Context: an optimization exercise on an open-source flow, tuned for small area, a short achievable clock period and few clock cycles per item. The choices shown serve that exercise and are no tape-out recipe.
Function was checked by simulation only, so behaviour that the tests miss may differ from the original.

== exp/delta ==
## fft_insert128
module fft_insert128(
  input clk,
  input rst,
  input ce,
  input [31:0] din,
  output oe,
  output reg [31:0] dout
);
Size in the first run: roughly 10000 flip-flops.
Settings: LEC_CHECK=0, CAP_MARGIN=20, CORE_MARGIN=2, CORE_UTILIZATION=55, CTS_CLUSTER_DIAMETER=120, CTS_CLUSTER_SIZE=24, PLACE_DENSITY=0.65, SLEW_MARGIN=20, SYNTH_MEMORY_MAX_BITS=32768; clock period 10.0 ns.
standard.sh (not shown) runs the stock make flow with config.mk's settings and CLKGATE_MAP_FILE= SYNTH_SCRIPT=/design/flow/synth_recipe.tcl, a recipe that flattens the netlist after the stock synthesis.
==> flow/flow/run.sh <==
#!/bin/bash
# The standard layout (the standard.sh, all steps, standard synthesis),
# with two changes to how the layout is optimised:
#  - repair_timing aims at 6.7 ns of setup slack (SETUP_SLACK_MARGIN), so
#    paths are sized for a shorter period than the 10 ns constraint;
#  - the port buffers that buffer_ports inserts on every input and output
#    are sky130_fd_sc_hd__buf_4 (BUFFER_PORTS_ARGS).
# The full output of the flow goes to standard.log in this folder (ORFS
# also keeps each step's log under orfs/logs/).
set -euo pipefail
export SETUP_SLACK_MARGIN=6.7
export BUFFER_PORTS_ARGS="-buffer_cell sky130_fd_sc_hd__buf_4"
bash standard.sh > standard.log 2>&1
Testbench counts of exp/delta, summed over its fixed seeds: cycles 16,216, frames 48.
> inputs changed (exp/delta -> exp/garnet)
diff --git a/flow/design.v b/flow/design.v
--- a/flow/design.v
+++ b/flow/design.v
@@ -110,23 +110,25 @@
   end
 endfunction
 wire [15:0] br = in[31:16], bi = in[15:0];
 generate if (S == 2) begin : s2
   wire [31:0] te = {f(ine[31:16]), f(ine[15:0])};
   wire [31:0] to = {f(ino[15:0]), g(ino[31:16])};
   always @(posedge clk)
     if (!p[5]) out <= in;
     else if (!p[6]) out <= te;
     else out <= to;
 end else begin : s3
-  reg [31:0] a1, a2;
+  reg [31:0] a1, a2, a3;
+  reg m3;
+  reg [32:0] ku3, kv3;
   reg [1:0] m1, m2;              
   reg w32;
   reg signed [17:0] u1, v1;
   reg [32:0] us, uc, vs, vc;
   wire signed [15:0] sbr = br, sbi = bi;
   wire signed [17:0] sm = sbr + sbi, df = sbi - sbr;
   wire signed [17:0] nsm = -sm;
   wire [32:0] ue = {{15{u1[17]}}, u1};
   wire [32:0] ve = {{15{v1[17]}}, v1};
   wire [32:0] ua = ue << 14, ub = ue << 13, ucn = ~(ue << 11), ud = ue << 9, uf = ue << 7, ug = ue << 1;
   wire [32:0] va = ve << 14, vb = ve << 13, vcn = ~(ve << 11), vd = ve << 9, vf = ve << 7, vg = ve << 1;
@@ -146,24 +148,26 @@
   always @(posedge clk) begin
     a1 <= in;
     m1 <= !p[4] ? 2'd0 : !p[6] ? 2'd1 : p[5] ? 2'd3 : 2'd2;
     w32 <= p[5];
     u1 <= p[5] ? df : sm;
     v1 <= p[5] ? nsm : df;
     if (m1 == 2'd0) a2 <= a1;
     else if (!w32) a2 <= {f(ar1), f(ai1)};
     else a2 <= {f(ai1), g(ar1)};
     m2 <= m1;
     us <= ux5; uc <= uy5; vs <= vx5; vc <= vy5;
-    if (m2[1]) out <= {sat(ku), sat(kv)};
-    else out <= a2;
+    a3 <= a2; m3 <= m2[1];
+    ku3 <= ku; kv3 <= kv;
+    if (m3) out <= {sat(ku3), sat(kv3)};
+    else out <= a3;
   end
 end endgenerate
 endmodule
 module macc2 (
   input clk,
   input [15:0] x1, input [23:0] d1,
   input [15:0] x2, input [23:0] d2,
   output [32:0] mac
 );
 wire [16:0] xe1 = {x1[15], x1};
 wire [16:0] pp1_0 = (({17{d1[1]}} & xe1) | ({17{d1[0]}} & {x1, 1'b0})) ^ {17{d1[2]}};
@@ -307,48 +311,51 @@
 reg wsr, wsi;
 reg [14:0] wmr, wmi;
 reg [23:0] y1d, y2d;     
 reg n1s, n2s;
 reg [14:0] n1m, n2m;     
 wire [23:0] n1d, n2d;
 booth_enc be1(.s(n1s), .m(n1m), .d(n1d));
 booth_enc be2(.s(n2s), .m(n2m), .d(n2d));
 reg [32:0] pa, pb;
 wire [32:0] mac;
 macc2 mc(.clk(clk), .x1(xa), .d1(y1d), .x2(xb), .d2(y2d), .mac(mac));
-wire signed [15:0] tr = sat(pa), ti = sat(pb);
+reg signed [15:0] tr, ti;
 wire signed [15:0] ar = a_r3[31:16], ai = a_r3[15:0];
 wire signed [16:0] sr = ar + tr, si = ai + ti, dr = ar - tr, di = ai - ti;
-assign out = ph ? bh : {sr[16:1], si[16:1]};
+assign out = ph ? {sr[16:1], si[16:1]} : bh;
 always @(*)
   if (ph) begin
     n1s = w[31]; n1m = w[30:16]; n2s = ~w[15]; n2m = w[14:0];
   end else begin
     n1s = wsi; n1m = wmi; n2s = wsr; n2m = wmr;
   end
 always @(posedge clk) begin
   if (!ph) a_hold <= in;
   if (ph) begin
     xa <= in[31:16]; xb <= in[15:0];
     wsr <= w[31]; wmr <= w[30:16]; wsi <= w[15]; wmi <= w[14:0];
   end else begin
     xa <= b_r[31:16]; xb <= b_r[15:0];
   end
   y1d <= n1d; y2d <= n2d;
   if (ph) begin
     b_r <= in; a_r <= a_hold;
     a_r2 <= a_r; a_r3 <= a_r2;
     pb <= mac;
-  end else
+    tr <= sat(pa);
+  end else begin
     pa <= mac;
-  if (!ph) bh <= {dr[16:1], di[16:1]};
+    ti <= sat(pb);
+  end
+  if (ph) bh <= {dr[16:1], di[16:1]};
 end
 endmodule
 module tw_mult2 #(parameter S = 4) (
   input clk,
   input [6:0] p,           
   input [31:0] in,
   output [31:0] out
 );
 localparam DB = 7 - S;
 localparam D = 1 << DB;
 localparam L = D + 5;
@@ -484,31 +491,31 @@
 module fft_insert128(
   input clk,
   input rst,
   input ce,
   input [31:0] din,
   output oe,
   output reg [31:0] dout
 );
 localparam T2 = 1;              
 localparam C2 = T2 + 1;         
 localparam T3 = C2 + 33;
-localparam C3 = T3 + 3;
+localparam C3 = T3 + 4;
 localparam T4 = C3 + 16;
 localparam C4 = T4 + 13;
 localparam T5 = C4 + 8;
 localparam C5 = T5 + 9;
 localparam T6 = C5 + 4;
 localparam C6 = T6 + 7;
 localparam T7 = C6 + 2;
-localparam R1 = T7 + 6;
+localparam R1 = T7 + 7;
 localparam R2 = R1 + 63;
 localparam R3 = R2 + 30;
 localparam RO = R3 + 12;        
 localparam LAST = RO + 127;
 wire [9:0] cnt;
 fft_128_ctr #(.LAST(LAST), .OUT0(RO)) ctr (
   .clk(clk), .rst(rst), .ce(ce), .cnt(cnt), .oe(oe));
 function [6:0] pos;
   input [9:0] c;
   input integer t;
   reg [9:0] d;
### Flow results
On clock skew, exp/delta and exp/garnet are basically level. Of exp/delta and exp/garnet, the run reporting the lower time the worst path needs with I/O delays and setup was exp/garnet. exp/delta -> exp/garnet: share of the synthesized area in compound gates (AO/OA/AOI/OAI) flat. exp/delta and exp/garnet: one clean run, exp/delta; the rest did not finish clean. Going from exp/delta to exp/garnet, setup slack of the critical path after layout increased by 330 ps relative to the old numbers, layout cell share with drive strength beyond 1 decreased by 1.5 points relative to the old numbers, cell count closely matched the old numbers. Status: post-synthesis share of cell area spent on xor and xnor gates parity (exp/delta, exp/garnet). Looking at tightest hold margin, exp/garnet sits 7.8 ps above exp/delta. Area share of and/or/nand/nor cells after synthesis essentially unchanged between exp/delta and exp/garnet. Between exp/garnet and exp/delta, it is exp/garnet whose detailed-router iteration count before antenna repair is lower, by 2. Diff exp/delta -> exp/garnet: initial standard-cell utilization of the core barely changed; footprint of the multi-input gates dropped 0.0012 mm^2.
Testbench counts of exp/garnet, summed over its fixed seeds: cycles 16,312, frames 48.

fft_insert128, a different RTL version from the one above (not shown whole).
Size in the first run: about 22000 cells after synthesis, roughly 7400 flip-flops, ~68 I/O pins, about 0.26 mm² of cells after synthesis.
==> module fft_ram_2ports, before the edit <==
module fft_ram_2ports (
  input clk,
  input rmode,
  input fmode,
  input [31:0] fin,          
  output [31:0] fout,        
  input [29:0] in,           
  output [29:0] out,         
  input [6:0] pa,            
  input [31:0] ina,          
  output [31:0] outa,
  input [6:0] pb,            
  input [31:0] inb,          
  output [31:0] outb
);
reg [31:0] e [0:41];         
reg [31:0] f [42:63];
assign out = f[63][29:0];
assign fout = f[63];
wire sela = pa[5] & ~pa[1];
wire selb = pb[4] & ~pb[2];
assign outa = sela ? ina : e[29];
assign outb = selb ? inb : e[41];
integer k;
always @(posedge clk) begin
  e[0] <= rmode ? {2'b00, in} : sela ? e[29] : ina;
  for (k = 1; k < 30; k = k + 1) e[k] <= e[k-1];
  e[30] <= rmode ? e[29] : selb ? e[41] : inb;
  for (k = 31; k < 42; k = k + 1) e[k] <= e[k-1];
  f[42] <= fmode ? e[41] : fin;
  for (k = 43; k < 64; k = k + 1) f[k] <= f[k-1];
end
endmodule
==> module fft_ram_ad, before the edit <==
module fft_ram_ad #(parameter I = 0, parameter J = 6,
                    parameter HA = 0, parameter NA = 0,
                    parameter HB = 0, parameter NB = 0) (
  input clk,
  input [6:0] p,           
  input [31:0] in,
  output [31:0] out,
  output [31:0] ha_out,
  input [31:0] ha_in,
  output [31:0] hb_out,
  input [31:0] hb_in
);
localparam L = (1 << J) - (1 << I);
localparam N1 = HA, N2 = HB - HA - NA, N3 = L - HB - NB;
reg [32*N1-1:0] s1;
reg [32*N2-1:0] s2;
reg [32*N3-1:0] s3;
wire [31:0] bo = s3[32*N3-1 -: 32];
wire sel = p[J] & ~p[I];
wire [31:0] bin = sel ? bo : in;
assign out = sel ? in : bo;
assign ha_out = s1[32*N1-1 -: 32];
assign hb_out = s2[32*N2-1 -: 32];
always @(posedge clk) begin
  s1 <= N1 == 1 ? bin : {s1[32*N1-33:0], bin};
  s2 <= N2 == 1 ? ha_in : {s2[32*N2-33:0], ha_in};
  s3 <= N3 == 1 ? hb_in : {s3[32*N3-33:0], hb_in};
end
endmodule
==> module fft_insert128, before the edit <==
module fft_insert128(
  input clk,
  input rst,
  input ce,
  input [31:0] din,
  output oe,
  output reg [31:0] dout
);
localparam T2 = 1;              
localparam C2 = T2 + 1;         
localparam T3 = C2 + 33;
localparam C3 = T3 + 3;
localparam T4 = C3 + 16;
localparam C4 = T4 + 13;
localparam T5 = C4 + 8;
localparam C5 = T5 + 9;
localparam T6 = C5 + 4;
localparam C6 = T6 + 7;
localparam T7 = C6 + 2;
localparam R1 = T7 + 7;
localparam R2 = R1 + 63;
localparam R3 = R2 + 30;
localparam RO = R3 + 12;        
localparam LAST = RO + 127;
wire [9:0] cnt;
fft_128_ctr #(.LAST(LAST), .OUT0(RO)) ctr (
  .clk(clk), .rst(rst), .ce(ce), .cnt(cnt), .oe(oe));
function [6:0] pos;
  input [9:0] c;
  input integer t;
  reg [9:0] d;
  begin
    d = c - t;
    pos = d[6:0];
  end
endfunction
reg [31:0] xin;
always @(posedge clk) xin <= din;
wire [29:0] xh = {xin[31:17], xin[15:1]};
wire [29:0] xrep;
reg [6:0] p2;
wire [29:0] s1 = p2[6] ? xrep : xh;
wire [31:0] s1w = {s1[29], s1[29:15], s1[14], s1[14:0]};
wire [31:0] xhw = {xh[29], xh[29:15], xh[14], xh[14:0]};
wire [31:0] xrw = {xrep[29], xrep[29:15], xrep[14], xrep[14:0]};
wire [31:0] t2o, c2o, t3o, c3o, t4o, c4o, t5o, c5o, t6o, c6o, s7o, r1o, r2o, r3o;
reg [6:0] pc2, pt3, pc3, pt4, pc4, pt5, pc5, pt6, pc6, pt7, pr1, pr2, pr3;
always @(posedge clk) begin
  p2 <= pos(cnt, T2 - 1);
  pc2 <= pos(cnt, C2 - 1); pt3 <= pos(cnt, T3 - 1); pc3 <= pos(cnt, C3 - 1);
  pt4 <= pos(cnt, T4 - 1); pc4 <= pos(cnt, C4 - 1); pt5 <= pos(cnt, T5 - 1);
  pc5 <= pos(cnt, C5 - 1); pt6 <= pos(cnt, T6 - 1); pc6 <= pos(cnt, C6 - 1);
  pt7 <= pos(cnt, T7 - 1); pr1 <= pos(cnt, R1 - 1); pr2 <= pos(cnt, R2 - 1);
  pr3 <= pos(cnt, R3 - 1);
end
mult16x16_cpx #(.S(2)) tw2 (.clk(clk), .p(p2), .in(s1w), .ine(xhw), .ino(xrw), .out(t2o));
reg hmode;
always @(posedge clk) hmode <= cnt < 10'd131;
wire [31:0] h_to2, h_from2;
butterfly2 #(.D(32)) bf2 (.clk(clk), .bsel(pc2[5]), .in(t2o), .out(c2o),
  .hmode(hmode), .hin(h_to2), .hout(h_from2));
mult16x16_cpx #(.S(3)) tw3 (.clk(clk), .p(pt3), .in(c2o), .ine(32'd0), .ino(32'd0), .out(t3o));
butterfly2 #(.D(16), .R(0)) bf3 (.clk(clk), .bsel(pc3[4]), .in(t3o), .out(c3o),
  .hmode(1'b1), .hin(32'd0), .hout());
tw_mult2 #(.S(4)) tw4 (.clk(clk), .p(pt4), .in(c3o), .out(t4o));
butterfly2 #(.D(8), .R(0)) bf4 (.clk(clk), .bsel(pc4[3]), .in(t4o), .out(c4o),
  .hmode(1'b1), .hin(32'd0), .hout());
tw_mult2 #(.S(5)) tw5 (.clk(clk), .p(pt5), .in(c4o), .out(t5o));
butterfly2 #(.D(4), .R(0)) bf5 (.clk(clk), .bsel(pc5[2]), .in(t5o), .out(c5o),
  .hmode(1'b1), .hin(32'd0), .hout());
tw_mult2 #(.S(6)) tw6 (.clk(clk), .p(pt6), .in(c5o), .out(t6o));
butterfly2 #(.D(2), .R(0)) bf6 (.clk(clk), .bsel(pc6[1]), .in(t6o), .out(c6o),
  .hmode(1'b1), .hin(32'd0), .hout());
radix_2 st7 (.clk(clk), .p(pt7), .in(c6o), .out(s7o));
fft_ram_ad #(.I(0), .J(6), .HA(5), .NA(22), .HB(29), .NB(32)) sw1 (.clk(clk), .p(pr1), .in(s7o), .out(r1o),
  .ha_out(h_to1), .ha_in(h_from1), .hb_out(h_to2), .hb_in(h_from2));
reg rmode, fmode;
always @(posedge clk) begin
  rmode <= cnt < 10'd128;
  fmode <= cnt < 10'd107;
end
wire [31:0] h_to1, h_from1;
fft_ram_2ports replay(.clk(clk), .rmode(rmode), .in(xh), .out(xrep),
  .fmode(fmode), .fin(h_to1), .fout(h_from1),
  .pa(pr2), .ina(r1o), .outa(r2o), .pb(pr3), .inb(r2o), .outb(r3o));
always @(posedge clk) dout <= r3o;
endmodule
clock: 10.0 ns
lec_check: 0
cap_margin: 20
core_margin: 2
core_utilization: 50
cts_cluster_diameter: 120
cts_cluster_size: 24
place_density: 0.6
slew_margin: 20
synth_memory_max_bits: 32768
Scripts as last shown in full above: flow/flow/run.sh
Testbench counts at the start, summed over its fixed seeds: cycles 16,264, frames 48.
Rerun with:
--- a/flow/design.v
+++ b/flow/design.v
@@ -1,35 +1,31 @@
 module fft_ram_2ports (
   input clk,
   input rmode,
-  input fmode,
-  input [31:0] fin,          
-  output [31:0] fout,        
   input [29:0] in,           
   output [29:0] out,         
   input [6:0] pa,            
   input [31:0] ina,          
   output [31:0] outa,
   input [6:0] pb,            
   input [31:0] inb,          
   output [31:0] outb
 );
 reg [31:0] e [0:41];         
-reg [31:0] f [42:63];
-assign out = f[63][29:0];
-assign fout = f[63];
+reg [29:0] f [42:63];        
+assign out = f[63];
 wire sela = pa[5] & ~pa[1];
 wire selb = pb[4] & ~pb[2];
 assign outa = sela ? ina : e[29];
 assign outb = selb ? inb : e[41];
 integer k;
 always @(posedge clk) begin
   e[0] <= rmode ? {2'b00, in} : sela ? e[29] : ina;
   for (k = 1; k < 30; k = k + 1) e[k] <= e[k-1];
   e[30] <= rmode ? e[29] : selb ? e[41] : inb;
   for (k = 31; k < 42; k = k + 1) e[k] <= e[k-1];
-  f[42] <= fmode ? e[41] : fin;
+  f[42] <= e[41][29:0];
   for (k = 43; k < 64; k = k + 1) f[k] <= f[k-1];
 end
 endmodule
 module rom_w(input [5:0] t, output [31:0] w);
 function [31:0] wtab; input [5:0] t; begin case (t)
@@ -286,38 +282,35 @@
   wire two = (b2 & ~b1 & ~b0) | (~b2 & b1 & b0);
   wire ng = b2 & ~(b1 & b0);
   assign d[3*j+2 -: 3] = {(one | two) & (ng ^ s), one, two};
 end endgenerate
 endmodule
-module fft_ram_ad #(parameter I = 0, parameter J = 6,
-                    parameter HA = 0, parameter NA = 0,
-                    parameter HB = 0, parameter NB = 0) (
+module fft_ram_ad #(parameter I = 0, parameter J = 6, parameter HS = 0, parameter HN = 0) (
   input clk,
   input [6:0] p,           
   input [31:0] in,
   output [31:0] out,
-  output [31:0] ha_out,
-  input [31:0] ha_in,
-  output [31:0] hb_out,
-  input [31:0] hb_in
+  output [31:0] hout,
+  input [31:0] hin
 );
 localparam L = (1 << J) - (1 << I);
-localparam N1 = HA, N2 = HB - HA - NA, N3 = L - HB - NB;
-reg [32*N1-1:0] s1;
-reg [32*N2-1:0] s2;
-reg [32*N3-1:0] s3;
-wire [31:0] bo = s3[32*N3-1 -: 32];
+localparam LO = L - HN;    
+reg [32*LO-1:0] bf;
+wire [31:0] bo = bf[32*LO-1 -: 32];
 wire sel = p[J] & ~p[I];
 wire [31:0] bin = sel ? bo : in;
 assign out = sel ? in : bo;
-assign ha_out = s1[32*N1-1 -: 32];
-assign hb_out = s2[32*N2-1 -: 32];
-always @(posedge clk) begin
-  s1 <= N1 == 1 ? bin : {s1[32*N1-33:0], bin};
-  s2 <= N2 == 1 ? ha_in : {s2[32*N2-33:0], ha_in};
-  s3 <= N3 == 1 ? hb_in : {s3[32*N3-33:0], hb_in};
-end
+generate if (HN == 0) begin : plain
+  assign hout = 32'd0;
+  always @(posedge clk) bf <= {bf[32*LO-33:0], bin};
+end else begin : lent
+  assign hout = bf[32*HS-1 -: 32];
+  always @(posedge clk) begin
+    bf[32*HS-1:0] <= {bf[32*HS-33:0], bin};
+    bf[32*LO-1:32*HS] <= {bf[32*LO-33:32*HS], hin};
+  end
+end endgenerate
 endmodule
 module radix_2 (
   input clk,
   input [6:0] p,           
   input [31:0] in,
@@ -595,18 +588,13 @@
   .hmode(1'b1), .hin(32'd0), .hout());
 tw_mult2 #(.S(6)) tw6 (.clk(clk), .p(pt6), .in(c5o), .out(t6o));
 butterfly2 #(.D(2), .R(0)) bf6 (.clk(clk), .bsel(pc6[1]), .in(t6o), .out(c6o),
   .hmode(1'b1), .hin(32'd0), .hout());
 radix_2 st7 (.clk(clk), .p(pt7), .in(c6o), .out(s7o));
-fft_ram_ad #(.I(0), .J(6), .HA(5), .NA(22), .HB(29), .NB(32)) sw1 (.clk(clk), .p(pr1), .in(s7o), .out(r1o),
-  .ha_out(h_to1), .ha_in(h_from1), .hb_out(h_to2), .hb_in(h_from2));
-reg rmode, fmode;
-always @(posedge clk) begin
-  rmode <= cnt < 10'd128;
-  fmode <= cnt < 10'd107;
-end
-wire [31:0] h_to1, h_from1;
+fft_ram_ad #(.I(0), .J(6), .HS(29), .HN(32)) sw1 (.clk(clk), .p(pr1), .in(s7o), .out(r1o),
+  .hout(h_to2), .hin(h_from2));
+reg rmode;
+always @(posedge clk) rmode <= cnt < 10'd128;
 fft_ram_2ports replay(.clk(clk), .rmode(rmode), .in(xh), .out(xrep),
-  .fmode(fmode), .fin(h_to1), .fout(h_from1),
   .pa(pr2), .ina(r1o), .outa(r2o), .pb(pr3), .inb(r2o), .outb(r3o));
 always @(posedge clk) dout <= r3o;
 endmodule
What happened:
- clock skew came out lower by 0.025 ns
- final cell count came out higher by 4.2%
- synthesized area is higher by 5.3%
- cell area rises by 5.5%
- worst hold slack improves by 0.039 ns
- sequential share of layout area went up by 1.6 points
- via count is higher by 4.4%
- worst setup slack degrades by 0.017 ns
- register-to-register slack gains 0.22 ns
Testbench counts after the change, summed over its fixed seeds: cycles 16,264, frames 48.

==> afterwards: timing with drivers on the ports <==
No port has a modelled driver above. Below, the same layouts with a new extraction and two added sets of constraints.
Step 1: set_driving_cell puts a clkbuf_16 on clk and a buf_2 on each other input, an assumption about the parent block.
Step 2, shift: input delay + t, output delay - t, t = (earliest + latest rising clock arrival at the registers) / 2. This alone moves slack from input paths to output paths.
Slacks: no drivers / after step 1 / after step 2; pairs: no drivers / after step 1.
run | t (ns) | setup WS [ns] | clock arrival spread, ns
exp/delta | 1.155 | 6.114 / 6.114 / 6.114 | 0.098 / 0.098
exp/garnet | 1.163 | 6.444 / 6.316 / 6.644 | 0.100 / 0.099
the first run of note 2 | 1.079 | 6.475 / 6.356 / 6.503 | 0.116 / 0.115
the second run of note 2 | 1.121 | 6.458 / 6.333 / 6.720 | 0.118 / 0.118
